What follows belongs to an exercise in optimizing a design on an open flow for small area, a short achievable clock period and few clock cycles per item; a production flow would make more cautious choices. Only simulation tests tie the RTL to the original design; equivalence was not proved.

== v6 ==
Design calc, start of the top module:
module calc (
                  input [7:0]  inpA ,
                  input [7:0]  inpB ,
                  input [01:0] inpOpType ,
                  output[15:0] outC  ,
                  input        iValid ,
                  output       iStall ,
                  input        oStall ,
                  output       oValid ,
                  input        clk ,
                  input        rstn
                  ) ;
   reg         v0, v1, vo, vs ;
   reg         nvo, nvs ;
   reg  [7:0]  a0, b0 ;
   reg  [1:0]  op0 ;
   reg         dv1 ;           
   reg  [19:0] r1 ;
   reg  [15:0] ro, rs ;
   wire        frz  = ~nvs ;              
   wire        take = ~oStall | nvo ;     
   wire        sub  = op0[0] ;
   wire [7:0]  bx   = b0 ^ {8{sub}} ;
   wire [8:0]  ac ;
   wire [7:0]  as ;
   assign ac[0] = sub ;
   genvar j ;
   generate
     for (j = 0; j < 8; j = j + 1) begin : g_as
       assign as[j]   = a0[j] ^ bx[j] ^ ac[j] ;
       assign ac[j+1] = (a0[j] & bx[j]) | (a0[j] & ac[j]) | (bx[j] & ac[j]) ;
     end
   endgenerate
   wire        ov   = ac[8] ^ sub ;           
   wire [15:0] r_as = {{7{ov & sub}}, ov, as} ;
   wire [15:0] r_mul ;
   wire m_pp0_0 = a0[0] & b0[0];
   wire m_pp0_1 = a0[0] & b0[1];
   wire m_pp0_2 = a0[0] & b0[2];
   wire m_pp0_3 = a0[0] & b0[3];
   wire m_pp0_4 = a0[0] & b0[4];
   wire m_pp0_5 = a0[0] & b0[5];
   wire m_pp0_6 = a0[0] & b0[6];
   wire m_pp0_7 = a0[0] & b0[7];
   wire m_pp1_0 = a0[1] & b0[0];
   wire m_pp1_1 = a0[1] & b0[1];
   wire m_pp1_2 = a0[1] & b0[2];
   wire m_pp1_3 = a0[1] & b0[3];
   wire m_pp1_4 = a0[1] & b0[4];
   wire m_pp1_5 = a0[1] & b0[5];
   wire m_pp1_6 = a0[1] & b0[6];
   wire m_pp1_7 = a0[1] & b0[7];
   wire m_pp2_0 = a0[2] & b0[0];
   wire m_pp2_1 = a0[2] & b0[1];
   wire m_pp2_2 = a0[2] & b0[2];
   wire m_pp2_3 = a0[2] & b0[3];
   wire m_pp2_4 = a0[2] & b0[4];
   wire m_pp2_5 = a0[2] & b0[5];
   wire m_pp2_6 = a0[2] & b0[6];
   wire m_pp2_7 = a0[2] & b0[7];
   wire m_pp3_0 = a0[3] & b0[0];
   wire m_pp3_1 = a0[3] & b0[1];
   wire m_pp3_2 = a0[3] & b0[2];
   wire m_pp3_3 = a0[3] & b0[3];
   wire m_pp3_4 = a0[3] & b0[4];
   wire m_pp3_5 = a0[3] & b0[5];
   wire m_pp3_6 = a0[3] & b0[6];
   wire m_pp3_7 = a0[3] & b0[7];
   wire m_pp4_0 = a0[4] & b0[0];
   wire m_pp4_1 = a0[4] & b0[1];
   wire m_pp4_2 = a0[4] & b0[2];
   wire m_pp4_3 = a0[4] & b0[3];
   wire m_pp4_4 = a0[4] & b0[4];
   wire m_pp4_5 = a0[4] & b0[5];
   wire m_pp4_6 = a0[4] & b0[6];
   wire m_pp4_7 = a0[4] & b0[7];
   wire m_pp5_0 = a0[5] & b0[0];
   wire m_pp5_1 = a0[5] & b0[1];
   wire m_pp5_2 = a0[5] & b0[2];
   wire m_pp5_3 = a0[5] & b0[3];
   wire m_pp5_4 = a0[5] & b0[4];
   wire m_pp5_5 = a0[5] & b0[5];
   wire m_pp5_6 = a0[5] & b0[6];
   wire m_pp5_7 = a0[5] & b0[7];
   wire m_pp6_0 = a0[6] & b0[0];
   wire m_pp6_1 = a0[6] & b0[1];
   wire m_pp6_2 = a0[6] & b0[2];
   wire m_pp6_3 = a0[6] & b0[3];
   wire m_pp6_4 = a0[6] & b0[4];
   wire m_pp6_5 = a0[6] & b0[5];
   wire m_pp6_6 = a0[6] & b0[6];
   wire m_pp6_7 = a0[6] & b0[7];
   wire m_pp7_0 = a0[7] & b0[0];
   wire m_pp7_1 = a0[7] & b0[1];
   wire m_pp7_2 = a0[7] & b0[2];
   wire m_pp7_3 = a0[7] & b0[3];
   wire m_pp7_4 = a0[7] & b0[4];
   wire m_pp7_5 = a0[7] & b0[5];
   wire m_pp7_6 = a0[7] & b0[6];
   wire m_pp7_7 = a0[7] & b0[7];
   wire m_w1 = m_pp0_6 ^ m_pp1_5;
   wire m_w2 = m_pp0_6 & m_pp1_5;
   wire m_w3 = m_pp0_7 ^ m_pp1_6 ^ m_pp2_5;
   wire m_w4 = (m_pp0_7 & m_pp1_6) | (m_pp0_7 & m_pp2_5) | (m_pp1_6 & m_pp2_5);
==> flow/config.mk <==
export PLATFORM = sky130hd
export DESIGN_NAME = calc
export DESIGN_NICKNAME = calc
export VERILOG_FILES = /design/flow/design.v
export SDC_FILE = /design/flow/constraint.sdc
export NUM_CORES = 4
export LEC_CHECK = 0
export ABC_AREA = 1
export CAP_MARGIN = 20
export CORE_MARGIN = 2
export CORE_UTILIZATION = 40
export CTS_BUF_LIST = sky130_fd_sc_hd__clkbuf_8
export SLEW_MARGIN = 20
==> flow/constraint.sdc <==
create_clock -name core_clock -period 38.0 [get_ports {clk}]
set_input_delay 7.6000 -clock core_clock [delete_from_list [all_inputs] [get_ports {clk}]]
set_output_delay 7.6000 -clock core_clock [all_outputs]
set_load 0.01 [all_outputs]
standard.sh (not shown) runs the stock make flow with config.mk's settings and CLKGATE_MAP_FILE= SYNTH_SCRIPT=/design/flow/synth_recipe.tcl, a recipe that flattens the netlist after the stock synthesis.
==> flow/flow/run.sh <==
#!/bin/bash
set -euo pipefail
R=$(pwd)/orfs/results/sky130hd/calc/base

# the standard synthesis, kept for its register names
bash standard.sh synth > 1_standard_synth.log 2>&1
cp "$R/1_2_yosys.v" std_1_2_yosys.v

# the same synthesis without ABC in Yosys's synth
rm -f "$R/1_2_yosys.v" "$R/1_synth.odb" "$R/1_synth.sdc"
if bash standard.sh SYNTH_ARGS=-noabc "$R/1_2_yosys.v" > 2_noabc_synth.log 2>&1 &&
   python3 flow/rename_regs.py std_1_2_yosys.v "$R/1_2_yosys.v" renamed_1_2_yosys.v > 3_rename.log 2>&1; then
  cp renamed_1_2_yosys.v "$R/1_2_yosys.v"
else
  echo "no-abc synthesis not used" >> 3_rename.log
  cp std_1_2_yosys.v "$R/1_2_yosys.v"
fi
touch "$R/1_2_yosys.v"

bash standard.sh BUFFER_PORTS_ARGS="-buffer_cell sky130_fd_sc_hd__buf_1" SETUP_SLACK_MARGIN=29.55 finish > 4_layout.log 2>&1
Other scripts of this flow, unchanged in this note and not shown: flow/flow/rename_regs.py
v6 did not stop at any stage, and its layout met the timing, DRC and antenna checks.
Testbench counts of v6, summed over its fixed seeds: cycles 12,024, items 12,000.
diff inputs: v6 => v7
-- flow/flow/run.sh --
<<< v6, line 16
  cp std_1_2_yosys.v "$R/1_2_yosys.v"
fi
touch "$R/1_2_yosys.v"

bash standard.sh BUFFER_PORTS_ARGS="-buffer_cell sky130_fd_sc_hd__buf_1" SETUP_SLACK_MARGIN=29.55 finish > 4_layout.log 2>&1
>>> v7, line 16
  cp std_1_2_yosys.v "$R/1_2_yosys.v"
fi
# every combinational cell at the smallest drive strength of its family;
# the repair steps of the layout size up what timing, slew or load needs
python3 flow/downsize.py "$FLOW_HOME/platforms/sky130hd/lib/sky130_fd_sc_hd__tt_025C_1v80.lib" \
  "$R/1_2_yosys.v" downsized_1_2_yosys.v > 5_downsize.log 2>&1 &&
  cp downsized_1_2_yosys.v "$R/1_2_yosys.v"
touch "$R/1_2_yosys.v"

bash standard.sh BUFFER_PORTS_ARGS="-buffer_cell sky130_fd_sc_hd__buf_2" SETUP_SLACK_MARGIN=29.55 CTS_ARGS="-sink_clustering_enable -repair_clock_nets -buf_list {sky130_fd_sc_hd__clkbuf_4 sky130_fd_sc_hd__clkbuf_8} -dont_use_dummy_load" finish > 4_layout.log 2>&1
==> flow/flow/downsize.py (new file) <==
#!/usr/bin/env python3
"""downsize.py LIB NETLIST OUT

Give every combinational cell of a Yosys netlist the smallest-area drive
strength of its own cell family (same function and pins, e.g. nand2_4 ->
nand2_1). Registers, adders and tie cells are left as they are. The flow's
repair steps afterwards size up whatever timing, slew or load needs."""
import re, sys

lib = open(sys.argv[1]).read()
area = {m.group(1): float(m.group(3)) for m in re.finditer(
    r'cell \("?(sky130_fd_sc_hd__\w+)"?\)\s*\{(.*?)area\s*:\s*([\d.]+)', lib, re.S)}
dont = {'sky130_fd_sc_hd__probe_p_8', 'sky130_fd_sc_hd__probec_p_8'}
fam = {}
for c in area:
    m = re.match(r'(sky130_fd_sc_hd__\w+?)_(\d+)$', c)
    if m and c not in dont and 'lpflow' not in c:
        fam.setdefault(m.group(1), []).append(c)
skip = re.compile(r'__(e?s?df|dl|sdf|edf|fa|ha|fah|conb|tap|fill|decap|clk|probe|dly|bufbuf|bufinv)')
best = {}
for f, cs in fam.items():
    best[f] = min(cs, key=lambda c: (area[c], c))
text = open(sys.argv[2]).read()
n = 0
def sub(m):
    global n
    c = m.group(1)
    if skip.search(c):
        return m.group(0)
    f = re.match(r'(sky130_fd_sc_hd__\w+?)_(\d+)$', c)
    if not f or f.group(1) not in best or best[f.group(1)] == c:
        return m.group(0)
    n += 1
    return m.group(0).replace(c, best[f.group(1)], 1)
out = re.sub(r'^\s*(sky130_fd_sc_hd__\w+)\s', sub, text, flags=re.M)
open(sys.argv[3], 'w').write(out)
print(f"{n} cells downsized")
Findings:
v7: flow completed, timing, DRC and antenna clean. v7 vs. v6: proportion of cell area spent on the clock network shrank by 1.5 points. v7 vs v6, non-clock buffer contribution to total cell area went up by 0.60 points. In the floorplan summary, v7 is listed with a die area less than that of v6. Comparing footprint of the multi-input gates for v7 and v6, the bigger number came from v6. The higher width of the chip of v7 and v6 is in v6. Per the comparison of v7 with v6, worst-margin pin slew went down 92 ps. [compare] base=v6 new=v7: placed cell area -55 µm², design area decreased by 2.8% relative to the old numbers.


Another version of the RTL of calc (not shown whole).
For scale: ~630 cells after synthesis, ~77 flip-flops, roughly 0.0064 sq mm of cells after synthesis.
Design calc, start of the top module:
module calc (
                  input [7:0]  inpA ,
                  input [7:0]  inpB ,
                  input [01:0] inpOpType ,
                  output[15:0] outC  ,
                  input        iValid ,
                  output       iStall ,
                  input        oStall ,
                  output       oValid ,
                  input        clk ,
                  input        rstn
                  ) ;
   reg         v0, v1, vo, vs ;
   reg         nvo, nvs ;
   reg  [7:0]  a0, b0 ;
   reg  [1:0]  op0 ;
   reg         dv1 ;           
   reg  [19:0] r1 ;
   reg  [15:0] ro, rs ;
   wire        frz  = ~nvs ;
   wire        take = ~oStall | nvo ;
   genvar i ;
   wire        sub  = op0[0] ;
   wire [8:0]  as   = {1'b0, a0} + {1'b0, b0 ^ {8{sub}}} + {8'd0, sub} ;
   wire        ov   = as[8] ^ sub ;           
   wire [15:0] r_as = {{7{ov & sub}}, ov, as[7:0]} ;
   wire [15:0] r_mul ;
   wire m_pp0_0 = a0[0] & b0[0];
   wire m_pp0_1 = a0[0] & b0[1];
   wire m_pp0_2 = a0[0] & b0[2];
   wire m_pp0_3 = a0[0] & b0[3];
   wire m_pp0_4 = a0[0] & b0[4];
   wire m_pp0_5 = a0[0] & b0[5];
   wire m_pp0_6 = a0[0] & b0[6];
   wire m_pp0_7 = a0[0] & b0[7];
   wire m_pp1_0 = a0[1] & b0[0];
   wire m_pp1_1 = a0[1] & b0[1];
   wire m_pp1_2 = a0[1] & b0[2];
   wire m_pp1_3 = a0[1] & b0[3];
   wire m_pp1_4 = a0[1] & b0[4];
   wire m_pp1_5 = a0[1] & b0[5];
   wire m_pp1_6 = a0[1] & b0[6];
   wire m_pp1_7 = a0[1] & b0[7];
   wire m_pp2_0 = a0[2] & b0[0];
   wire m_pp2_1 = a0[2] & b0[1];
   wire m_pp2_2 = a0[2] & b0[2];
   wire m_pp2_3 = a0[2] & b0[3];
   wire m_pp2_4 = a0[2] & b0[4];
   wire m_pp2_5 = a0[2] & b0[5];
   wire m_pp2_6 = a0[2] & b0[6];
   wire m_pp2_7 = a0[2] & b0[7];
   wire m_pp3_0 = a0[3] & b0[0];
   wire m_pp3_1 = a0[3] & b0[1];
  ...
clock: 38.0 ns
lec_check: 0
cap_margin: 20
core_margin: 2
core_utilization: 40
cts_buf_list: sky130_fd_sc_hd__clkbuf_8
slew_margin: 20
==> flow/flow/run.sh <==
#!/bin/bash
# The standard layout (standard.sh), with one change: the buffers that the
# flow puts on every input and output port are buf_2 cells instead of the
# flow's default choice (clkdlybuf4s50_1, a delay cell). Each tool's output
# is in the ORFS logs under orfs/logs; make's own output is in standard.log.
set -euo pipefail
bash standard.sh BUFFER_PORTS_ARGS="-buffer_cell sky130_fd_sc_hd__buf_2" finish > standard.log 2>&1
Testbench counts at the start, summed over its fixed seeds: cycles 12,024, items 12,000.
Change:
==> flow/run.sh (new file) <==
#!/bin/bash
# synth_recipe.tcl (not shown) runs the flow's synth.tcl, then flattens the netlist and writes it again
# the make line also repeats each setting of config.mk as NAME=value (left out here)
make -C /OpenROAD-flow-scripts/flow DESIGN_CONFIG=/design/flow/config.mk WORK_HOME=/design/flow/orfs CLKGATE_MAP_FILE= SYNTH_SCRIPT=/design/flow/synth_recipe.tcl finish
CTS_BUF_LIST = unset   (was sky130_fd_sc_hd__clkbuf_8)
removed: flow/flow/run.sh
removed: flow/standard.sh
Global-route usage is lower by 0.39 points.
Wire length shrinks by 0.90%.
Final cell count does not change.
Change:
==> flow/flow/run.sh (new file) <==
#!/bin/bash
# The standard layout (standard.sh), with one change: the buffers that the
# flow puts on every input and output port are buf_2 cells instead of the
# flow's default choice (clkdlybuf4s50_1, a delay cell). Each tool's output
# is in the ORFS logs under orfs/logs; make's own output is in standard.log.
set -euo pipefail
bash standard.sh BUFFER_PORTS_ARGS="-buffer_cell sky130_fd_sc_hd__buf_2" finish > standard.log 2>&1
==> flow/standard.sh (new file) <==
#!/bin/bash
# synth_recipe.tcl (not shown) runs the flow's synth.tcl, then flattens the netlist and writes it again
# the make line also repeats each setting of config.mk as NAME=value (left out here)
make -C /OpenROAD-flow-scripts/flow DESIGN_CONFIG=/design/flow/config.mk WORK_HOME=/design/flow/orfs CLKGATE_MAP_FILE= SYNTH_SCRIPT=/design/flow/synth_recipe.tcl "${@:-finish}"
removed: flow/run.sh
Result:
- synthesized area stays the same
- sequential cell count stays the same
- cell area went down by a few percent
- register-to-register slack barely changes


build 30:
calc with an RTL version that a note above also has.
For scale: about 590 cells after synthesis, about 0.0058 mm^2 of cells after synthesis.
Design calc, start of the top module:
module calc (
                  input [7:0]  inpA ,
                  input [7:0]  inpB ,
                  input [01:0] inpOpType ,
                  output[15:0] outC  ,
                  input        iValid ,
                  output       iStall ,
                  input        oStall ,
                  output       oValid ,
                  input        clk ,
                  input        rstn
                  ) ;
   reg         v0, v1, vo, vs ;
   reg         nvo, nvs ;
   reg  [7:0]  a0, b0 ;
   reg  [1:0]  op0 ;
   reg         dv1 ;           
   reg  [19:0] r1 ;
   reg  [15:0] ro, rs ;
   wire        frz  = ~nvs ;              
   wire        take = ~oStall | nvo ;     
   wire        sub  = op0[0] ;
   wire [7:0]  bx   = b0 ^ {8{sub}} ;
   wire [8:0]  ac ;
   wire [7:0]  as ;
   assign ac[0] = sub ;
   genvar j ;
   generate
     for (j = 0; j < 8; j = j + 1) begin : g_as
       assign as[j]   = a0[j] ^ bx[j] ^ ac[j] ;
       assign ac[j+1] = (a0[j] & bx[j]) | (a0[j] & ac[j]) | (bx[j] & ac[j]) ;
     end
   endgenerate
   wire        ov   = ac[8] ^ sub ;           
   wire [15:0] r_as = {{7{ov & sub}}, ov, as} ;
   wire [15:0] r_mul ;
   wire m_pp0_0 = a0[0] & b0[0];
   wire m_pp0_1 = a0[0] & b0[1];
   wire m_pp0_2 = a0[0] & b0[2];
   wire m_pp0_3 = a0[0] & b0[3];
   wire m_pp0_4 = a0[0] & b0[4];
   wire m_pp0_5 = a0[0] & b0[5];
   wire m_pp0_6 = a0[0] & b0[6];
   wire m_pp0_7 = a0[0] & b0[7];
   wire m_pp1_0 = a0[1] & b0[0];
   wire m_pp1_1 = a0[1] & b0[1];
   wire m_pp1_2 = a0[1] & b0[2];
   wire m_pp1_3 = a0[1] & b0[3];
   wire m_pp1_4 = a0[1] & b0[4];
   wire m_pp1_5 = a0[1] & b0[5];
   wire m_pp1_6 = a0[1] & b0[6];
   wire m_pp1_7 = a0[1] & b0[7];
   wire m_pp2_0 = a0[2] & b0[0];
   wire m_pp2_1 = a0[2] & b0[1];
   wire m_pp2_2 = a0[2] & b0[2];
   wire m_pp2_3 = a0[2] & b0[3];
   wire m_pp2_4 = a0[2] & b0[4];
   wire m_pp2_5 = a0[2] & b0[5];
   wire m_pp2_6 = a0[2] & b0[6];
   wire m_pp2_7 = a0[2] & b0[7];
   wire m_pp3_0 = a0[3] & b0[0];
   wire m_pp3_1 = a0[3] & b0[1];
   wire m_pp3_2 = a0[3] & b0[2];
   wire m_pp3_3 = a0[3] & b0[3];
   wire m_pp3_4 = a0[3] & b0[4];
   wire m_pp3_5 = a0[3] & b0[5];
   wire m_pp3_6 = a0[3] & b0[6];
   wire m_pp3_7 = a0[3] & b0[7];
   wire m_pp4_0 = a0[4] & b0[0];
   wire m_pp4_1 = a0[4] & b0[1];
   wire m_pp4_2 = a0[4] & b0[2];
   wire m_pp4_3 = a0[4] & b0[3];
   wire m_pp4_4 = a0[4] & b0[4];
   wire m_pp4_5 = a0[4] & b0[5];
   wire m_pp4_6 = a0[4] & b0[6];
   wire m_pp4_7 = a0[4] & b0[7];
   wire m_pp5_0 = a0[5] & b0[0];
   wire m_pp5_1 = a0[5] & b0[1];
   wire m_pp5_2 = a0[5] & b0[2];
   wire m_pp5_3 = a0[5] & b0[3];
   wire m_pp5_4 = a0[5] & b0[4];
   wire m_pp5_5 = a0[5] & b0[5];
   wire m_pp5_6 = a0[5] & b0[6];
   wire m_pp5_7 = a0[5] & b0[7];
   wire m_pp6_0 = a0[6] & b0[0];
   wire m_pp6_1 = a0[6] & b0[1];
   wire m_pp6_2 = a0[6] & b0[2];
   wire m_pp6_3 = a0[6] & b0[3];
   wire m_pp6_4 = a0[6] & b0[4];
   wire m_pp6_5 = a0[6] & b0[5];
   wire m_pp6_6 = a0[6] & b0[6];
   wire m_pp6_7 = a0[6] & b0[7];
   wire m_pp7_0 = a0[7] & b0[0];
   wire m_pp7_1 = a0[7] & b0[1];
   wire m_pp7_2 = a0[7] & b0[2];
   wire m_pp7_3 = a0[7] & b0[3];
   wire m_pp7_4 = a0[7] & b0[4];
   wire m_pp7_5 = a0[7] & b0[5];
   wire m_pp7_6 = a0[7] & b0[6];
   wire m_pp7_7 = a0[7] & b0[7];
   wire m_w1 = m_pp0_6 ^ m_pp1_5;
   wire m_w2 = m_pp0_6 & m_pp1_5;
   wire m_w3 = m_pp0_7 ^ m_pp1_6 ^ m_pp2_5;
   wire m_w4 = (m_pp0_7 & m_pp1_6) | (m_pp0_7 & m_pp2_5) | (m_pp1_6 & m_pp2_5);
clock: 38.0 ns
lec_check: 0
abc_area: 1
cap_margin: 20
core_margin: 2
core_utilization: 40
cts_buf_list: sky130_fd_sc_hd__clkbuf_8
slew_margin: 20
==> flow/flow/run.sh <==
#!/bin/bash
set -euo pipefail
R=$(pwd)/orfs/results/sky130hd/calc/base

# the standard synthesis, kept for its register names
bash standard.sh synth > 1_standard_synth.log 2>&1
cp "$R/1_2_yosys.v" std_1_2_yosys.v

# the same synthesis without ABC in Yosys's synth
rm -f "$R/1_2_yosys.v" "$R/1_synth.odb" "$R/1_synth.sdc"
if bash standard.sh SYNTH_ARGS=-noabc "$R/1_2_yosys.v" > 2_noabc_synth.log 2>&1 &&
   python3 flow/rename_regs.py std_1_2_yosys.v "$R/1_2_yosys.v" renamed_1_2_yosys.v > 3_rename.log 2>&1; then
  cp renamed_1_2_yosys.v "$R/1_2_yosys.v"
else
  echo "no-abc synthesis not used" >> 3_rename.log
  cp std_1_2_yosys.v "$R/1_2_yosys.v"
fi
# every combinational cell at the smallest drive strength of its family;
# the repair steps of the layout size up what timing, slew or load needs
python3 flow/downsize.py "$FLOW_HOME/platforms/sky130hd/lib/sky130_fd_sc_hd__tt_025C_1v80.lib" \
  "$R/1_2_yosys.v" downsized_1_2_yosys.v > 5_downsize.log 2>&1 &&
  cp downsized_1_2_yosys.v "$R/1_2_yosys.v"
touch "$R/1_2_yosys.v"

bash standard.sh BUFFER_PORTS_ARGS="-buffer_cell sky130_fd_sc_hd__buf_2" SETUP_SLACK_MARGIN=29.55 finish > 4_layout.log 2>&1
==> flow/flow/downsize.py <==
#!/usr/bin/env python3
"""downsize.py LIB NETLIST OUT

Give every combinational cell of a Yosys netlist the smallest-area drive
strength of its own cell family (same function and pins, e.g. nand2_4 ->
nand2_1). Registers, adders and tie cells are left as they are. The flow's
repair steps afterwards size up whatever timing, slew or load needs."""
import re, sys

lib = open(sys.argv[1]).read()
area = {m.group(1): float(m.group(3)) for m in re.finditer(
    r'cell \("?(sky130_fd_sc_hd__\w+)"?\)\s*\{(.*?)area\s*:\s*([\d.]+)', lib, re.S)}
dont = {'sky130_fd_sc_hd__probe_p_8', 'sky130_fd_sc_hd__probec_p_8'}
fam = {}
for c in area:
    m = re.match(r'(sky130_fd_sc_hd__\w+?)_(\d+)$', c)
    if m and c not in dont and 'lpflow' not in c:
        fam.setdefault(m.group(1), []).append(c)
skip = re.compile(r'__(e?s?df|dl|sdf|edf|fa|ha|fah|conb|tap|fill|decap|clk|probe|dly|bufbuf|bufinv)')
best = {}
for f, cs in fam.items():
    best[f] = min(cs, key=lambda c: (area[c], c))
text = open(sys.argv[2]).read()
n = 0
def sub(m):
    global n
    c = m.group(1)
    if skip.search(c):
        return m.group(0)
    f = re.match(r'(sky130_fd_sc_hd__\w+?)_(\d+)$', c)
    if not f or f.group(1) not in best or best[f.group(1)] == c:
        return m.group(0)
    n += 1
    return m.group(0).replace(c, best[f.group(1)], 1)
out = re.sub(r'^\s*(sky130_fd_sc_hd__\w+)\s', sub, text, flags=re.M)
open(sys.argv[3], 'w').write(out)
print(f"{n} cells downsized")
Other scripts of this flow, unchanged in this note and not shown: flow/flow/rename_regs.py
Build 30 ended with every stage complete and zero timing, DRC or antenna violations.
Testbench counts of build 30, summed over its fixed seeds: cycles 12,024, items 12,000.
Changes in build 53 relative to build 30:
# build 30
export LEC_CHECK = 0
export ABC_AREA = 1
export CAP_MARGIN = 20
export CORE_MARGIN = 2
export CORE_UTILIZATION = 40
export CTS_BUF_LIST = sky130_fd_sc_hd__clkbuf_8
export SLEW_MARGIN = 20
create_clock -name core_clock -period 38.0 [get_ports {clk}]
# build 53
export LEC_CHECK = 0
export CAP_MARGIN = 20
export CORE_MARGIN = 2
export CORE_UTILIZATION = 40
export CTS_BUF_LIST = sky130_fd_sc_hd__clkbuf_8
export SLEW_MARGIN = 20
create_clock -name core_clock -period 38.0 [get_ports {clk}]
-- flow/flow/run.sh --
<<< build 30, line 25
bash standard.sh BUFFER_PORTS_ARGS="-buffer_cell sky130_fd_sc_hd__buf_2" SETUP_SLACK_MARGIN=29.55 finish > 4_layout.log 2>&1
>>> build 53, line 25
bash standard.sh BUFFER_PORTS_ARGS="-buffer_cell sky130_fd_sc_hd__buf_2" SETUP_SLACK_MARGIN=29.55 CTS_ARGS="-sink_clustering_enable -repair_clock_nets -buf_list sky130_fd_sc_hd__clkbuf_8 -dont_use_dummy_load" finish > 4_layout.log 2>&1
==> comparison <==
- Area after synthesis: build 53 and build 30 compared, higher one is build 30
- Build 53 ended up with outC[11] as its destination of the critical timing path; build 30 ended up with iStall.
- Compared build 53 vs build 30, and post-placement setup slack is down in build 53.
- Build 30 ran to completion and came out clean on the timing, DRC and antenna checks.
- Build 53 was carried through to the last stage, and its layout satisfied the timing, DRC and antenna checks.
- Changes observed in build 53 relative to build 30: final area shrank by about 0.37%, post-route fraction of the period consumed by the critical path held steady.
- Summary: with build 30 as the reference, non-filler instance count after layout in build 53 moved down by more than 10%.
- Between build 53 and build 30, the achievable clock frequency does not differ in any meaningful way.
[inputs] build 74 vs build 53
# build 53
export LEC_CHECK = 0
export CAP_MARGIN = 20
export CORE_MARGIN = 2
export CORE_UTILIZATION = 40
export CTS_BUF_LIST = sky130_fd_sc_hd__clkbuf_8
export SLEW_MARGIN = 20
create_clock -name core_clock -period 38.0 [get_ports {clk}]
# build 74
export LEC_CHECK = 0
export ABC_AREA = 1
export CAP_MARGIN = 20
export CORE_MARGIN = 2
export CORE_UTILIZATION = 40
export CTS_BUF_LIST = sky130_fd_sc_hd__clkbuf_8
export SLEW_MARGIN = 20
create_clock -name core_clock -period 38.0 [get_ports {clk}]
-- flow/flow/run.sh --
<<< build 53, line 2
>>> build 74, line 2
# Layout flow: the standard layout (standard.sh) with these changes.
#  1. Synthesis is the standard synthesis run with Yosys's `synth -noabc`, so
#     the full adders written out in the RTL are found by extract_fa before any
#     ABC restructuring (saving the inverters ABC leaves between them). The
#     registers are the standard synthesis's: same cells, and renamed to the
#     standard synthesis's names (rename_regs.py checks that they pair one to
#     one). If they do not pair, the standard synthesis is used as it is.
#  2. Every combinational cell of that netlist is set to the smallest drive
#     strength of its family (downsize.py); the flow's repair steps size up
#     what timing, slew or load needs.
#  3. The buffers on the input and output ports are buf_2 cells instead of
#     the flow's default choice, a delay cell (clkdlybuf4s50_1).
#  5. Clock tree synthesis runs with the flow's usual arguments plus
#     -dont_use_dummy_load (no dummy load cells on the clock tree's leaves).
# Each step's output goes to a log file of its own in this folder; the ORFS
# tools' own logs are under orfs/logs.
<<< build 53, line 25
bash standard.sh BUFFER_PORTS_ARGS="-buffer_cell sky130_fd_sc_hd__buf_2" SETUP_SLACK_MARGIN=29.55 CTS_ARGS="-sink_clustering_enable -repair_clock_nets -buf_list sky130_fd_sc_hd__clkbuf_8 -dont_use_dummy_load" finish > 4_layout.log 2>&1
>>> build 74, line 41
bash standard.sh BUFFER_PORTS_ARGS="-buffer_cell sky130_fd_sc_hd__buf_1" SETUP_SLACK_MARGIN=29.55 CTS_ARGS="-sink_clustering_enable -repair_clock_nets -buf_list sky130_fd_sc_hd__clkbuf_8 -dont_use_dummy_load" finish > 4_layout.log 2>&1
Results
- Re signed area change from the synthesized netlist to the final layout: build 74 is 3.5 points down on build 53.
- In the reports for build 74 and build 53, the smaller net count after synthesis belongs to build 53.
- Compared with build 53, build 74 degrades via count.
Modified inputs, build 16 compared to build 74
# build 74
export LEC_CHECK = 0
export ABC_AREA = 1
export CAP_MARGIN = 20
export CORE_MARGIN = 2
export CORE_UTILIZATION = 40
export CTS_BUF_LIST = sky130_fd_sc_hd__clkbuf_8
export SLEW_MARGIN = 20
create_clock -name core_clock -period 38.0 [get_ports {clk}]
# build 16
export LEC_CHECK = 0
export CAP_MARGIN = 20
export CORE_MARGIN = 2
export CORE_UTILIZATION = 40
export CTS_BUF_LIST = sky130_fd_sc_hd__clkbuf_8
export SLEW_MARGIN = 20
create_clock -name core_clock -period 38.0 [get_ports {clk}]
==> flow/flow/run.sh <==
#!/bin/bash
set -euo pipefail
R=$(pwd)/orfs/results/sky130hd/calc/base

# the standard synthesis, kept for its register names
bash standard.sh synth > 1_standard_synth.log 2>&1
cp "$R/1_2_yosys.v" std_1_2_yosys.v

# the same synthesis without ABC in Yosys's synth
rm -f "$R/1_2_yosys.v" "$R/1_synth.odb" "$R/1_synth.sdc"
if bash standard.sh SYNTH_ARGS=-noabc "$R/1_2_yosys.v" > 2_noabc_synth.log 2>&1 &&
   python3 flow/rename_regs.py std_1_2_yosys.v "$R/1_2_yosys.v" renamed_1_2_yosys.v > 3_rename.log 2>&1; then
  cp renamed_1_2_yosys.v "$R/1_2_yosys.v"
else
  echo "no-abc synthesis not used" >> 3_rename.log
  cp std_1_2_yosys.v "$R/1_2_yosys.v"
fi
# every combinational cell at the smallest drive strength of its family;
# the repair steps of the layout size up what timing, slew or load needs
python3 flow/downsize.py "$FLOW_HOME/platforms/sky130hd/lib/sky130_fd_sc_hd__tt_025C_1v80.lib" \
  "$R/1_2_yosys.v" downsized_1_2_yosys.v > 5_downsize.log 2>&1 &&
  cp downsized_1_2_yosys.v "$R/1_2_yosys.v"
touch "$R/1_2_yosys.v"

bash standard.sh BUFFER_PORTS_ARGS="-buffer_cell sky130_fd_sc_hd__buf_2" SETUP_SLACK_MARGIN=29.55 finish > 4_layout.log 2>&1
--- outcome ---
Looking at synthesized cell count, build 16 sits 20% below build 74. | vias after detailed routing | higher: build 74 |. Diff build 74 -> build 16 | total cell area at the placement stage | up slightly. Changes observed in build 16 relative to build 74: share of the core filled with cells in the final layout picked up an extra 1.7 points; die outline area shows a reduction of 1.3%. [compare] base=build 74 new=build 16: global-route usage now sits higher; tightest hold margin went down. For maximum frequency, build 16 and build 74 come out practically identical.
The following lists how build 60 was set up differently from build 16:
# build 16
export LEC_CHECK = 0
export CAP_MARGIN = 20
export CORE_MARGIN = 2
export CORE_UTILIZATION = 40
export CTS_BUF_LIST = sky130_fd_sc_hd__clkbuf_8
export SLEW_MARGIN = 20
create_clock -name core_clock -period 38.0 [get_ports {clk}]
# build 60
export LEC_CHECK = 0
export ABC_AREA = 1
export CAP_MARGIN = 20
export CORE_MARGIN = 2
export CORE_UTILIZATION = 40
export CTS_BUF_LIST = sky130_fd_sc_hd__clkbuf_8
export SLEW_MARGIN = 20
create_clock -name core_clock -period 38.0 [get_ports {clk}]
-- flow/flow/run.sh --
<<< build 16, line 18
# every combinational cell at the smallest drive strength of its family;
# the repair steps of the layout size up what timing, slew or load needs
python3 flow/downsize.py "$FLOW_HOME/platforms/sky130hd/lib/sky130_fd_sc_hd__tt_025C_1v80.lib" \
  "$R/1_2_yosys.v" downsized_1_2_yosys.v > 5_downsize.log 2>&1 &&
  cp downsized_1_2_yosys.v "$R/1_2_yosys.v"
>>> build 60, line 18
removed: flow/flow/downsize.py
## What came out
- Taking build 16 as the reference, in build 60 average cell area after synthesis lost about 17%, design area lost 0.58%, overall routed net length picked up an extra 0.53%.
- Comparing build 60 and build 16, the higher worst slack at placement is on build 60.
- Build 16 -> build 60: total area of multi-input combinational cells decreased by a few percent
- Measured against each other, build 60 and build 16 differ in clock period minus final worst setup slack, the higher figure coming from build 60.
- Net count of the mapped netlist (build 60 / build 16): 1.19
Input-level comparison between build 31 and build 60:
# build 60
export LEC_CHECK = 0
export ABC_AREA = 1
export CAP_MARGIN = 20
export CORE_MARGIN = 2
export CORE_UTILIZATION = 40
export CTS_BUF_LIST = sky130_fd_sc_hd__clkbuf_8
export SLEW_MARGIN = 20
create_clock -name core_clock -period 38.0 [get_ports {clk}]
# build 31
export LEC_CHECK = 0
export CAP_MARGIN = 20
export CORE_MARGIN = 2
export CORE_UTILIZATION = 40
export CTS_BUF_LIST = sky130_fd_sc_hd__clkbuf_8
export SLEW_MARGIN = 20
create_clock -name core_clock -period 38.0 [get_ports {clk}]
Notes after the runs:
- Build 31 did not stop at any stage, and its layout met the timing, DRC and antenna checks.
- Build 31: buffers inserted during post-CTS setup optimization higher than build 60
- Build 31 vs. build 60: slew at the pin closest to its max-slew limit saw a decrease; data arrival at the endpoint of the critical path did not really move.
- Fmax: build 60 vs build 31 — no meaningful difference
- Build 31 vs. build 60: synthesized cell count went down; adder and majority gate portion of the synthesized area moved up; final-layout worst hold slack climbed 0.0038 ns.

re-timing with driven ports:
In the flow no input, the clock included, has a driving cell. The finished layouts below were timed again as built, in two steps. Step 1, drivers: a clkbuf_16 drives clk and a buf_2 each remaining input, both assumed. Step 2, shift: input delay + t, output delay - t, t = (earliest + latest rising clock arrival at the registers) / 2. This alone moves slack from input paths to output paths. Three values: ideal, step 1, step 2; two values: the first two.
| run | shift t [ns] | setup slack, ns | worst hold slack (ns) | worst register clock-pin slew, ns |
|---|---|---|---|---|
| v6 | 0.401 | 29.521 / 29.486 / 29.406 | 0.472 / 0.472 / 0.472 | 0.10 / 0.10 |
| v7 | 0.368 | 29.524 / 29.488 / 29.407 | 0.477 / 0.477 / 0.477 | 0.08 / 0.08 |
| the first run of note 2 | 0.396 | 29.519 / 29.485 / 29.375 | 0.478 / 0.478 / 0.478 | 0.09 / 0.09 |
| the second run of note 2 | 0.372 | 29.195 / 29.157 / 29.039 | 0.468 / 0.468 / 0.468 | 0.07 / 0.07 |
| the third run of note 2 | 0.376 | 29.555 / 29.517 / 29.373 | 0.474 / 0.474 / 0.474 | 0.06 / 0.06 |
| build 30 | 0.388 | 29.515 / 29.480 / 29.409 | 0.473 / 0.473 / 0.473 | 0.09 / 0.09 |
| build 53 | 0.380 | 29.530 / 29.499 / 29.327 | 0.467 / 0.467 / 0.467 | 0.08 / 0.08 |
| build 74 | 0.372 | 29.533 / 29.498 / 29.418 | 0.476 / 0.476 / 0.476 | 0.09 / 0.09 |
| build 16 | 0.386 | 29.527 / 29.494 / 29.322 | 0.468 / 0.468 / 0.468 | 0.08 / 0.08 |
| build 60 | 0.397 | 29.504 / 29.470 / 29.404 | 0.469 / 0.469 / 0.469 | 0.10 / 0.10 |
| build 31 | 0.408 | 29.506 / 29.473 / 29.355 | 0.473 / 0.473 / 0.473 | 0.09 / 0.09 |
After both steps every run listed still meets setup and hold. The setup slack of build 16, which loses most, moves by -0.033 ns with the drivers and by -0.205 ns with both steps.
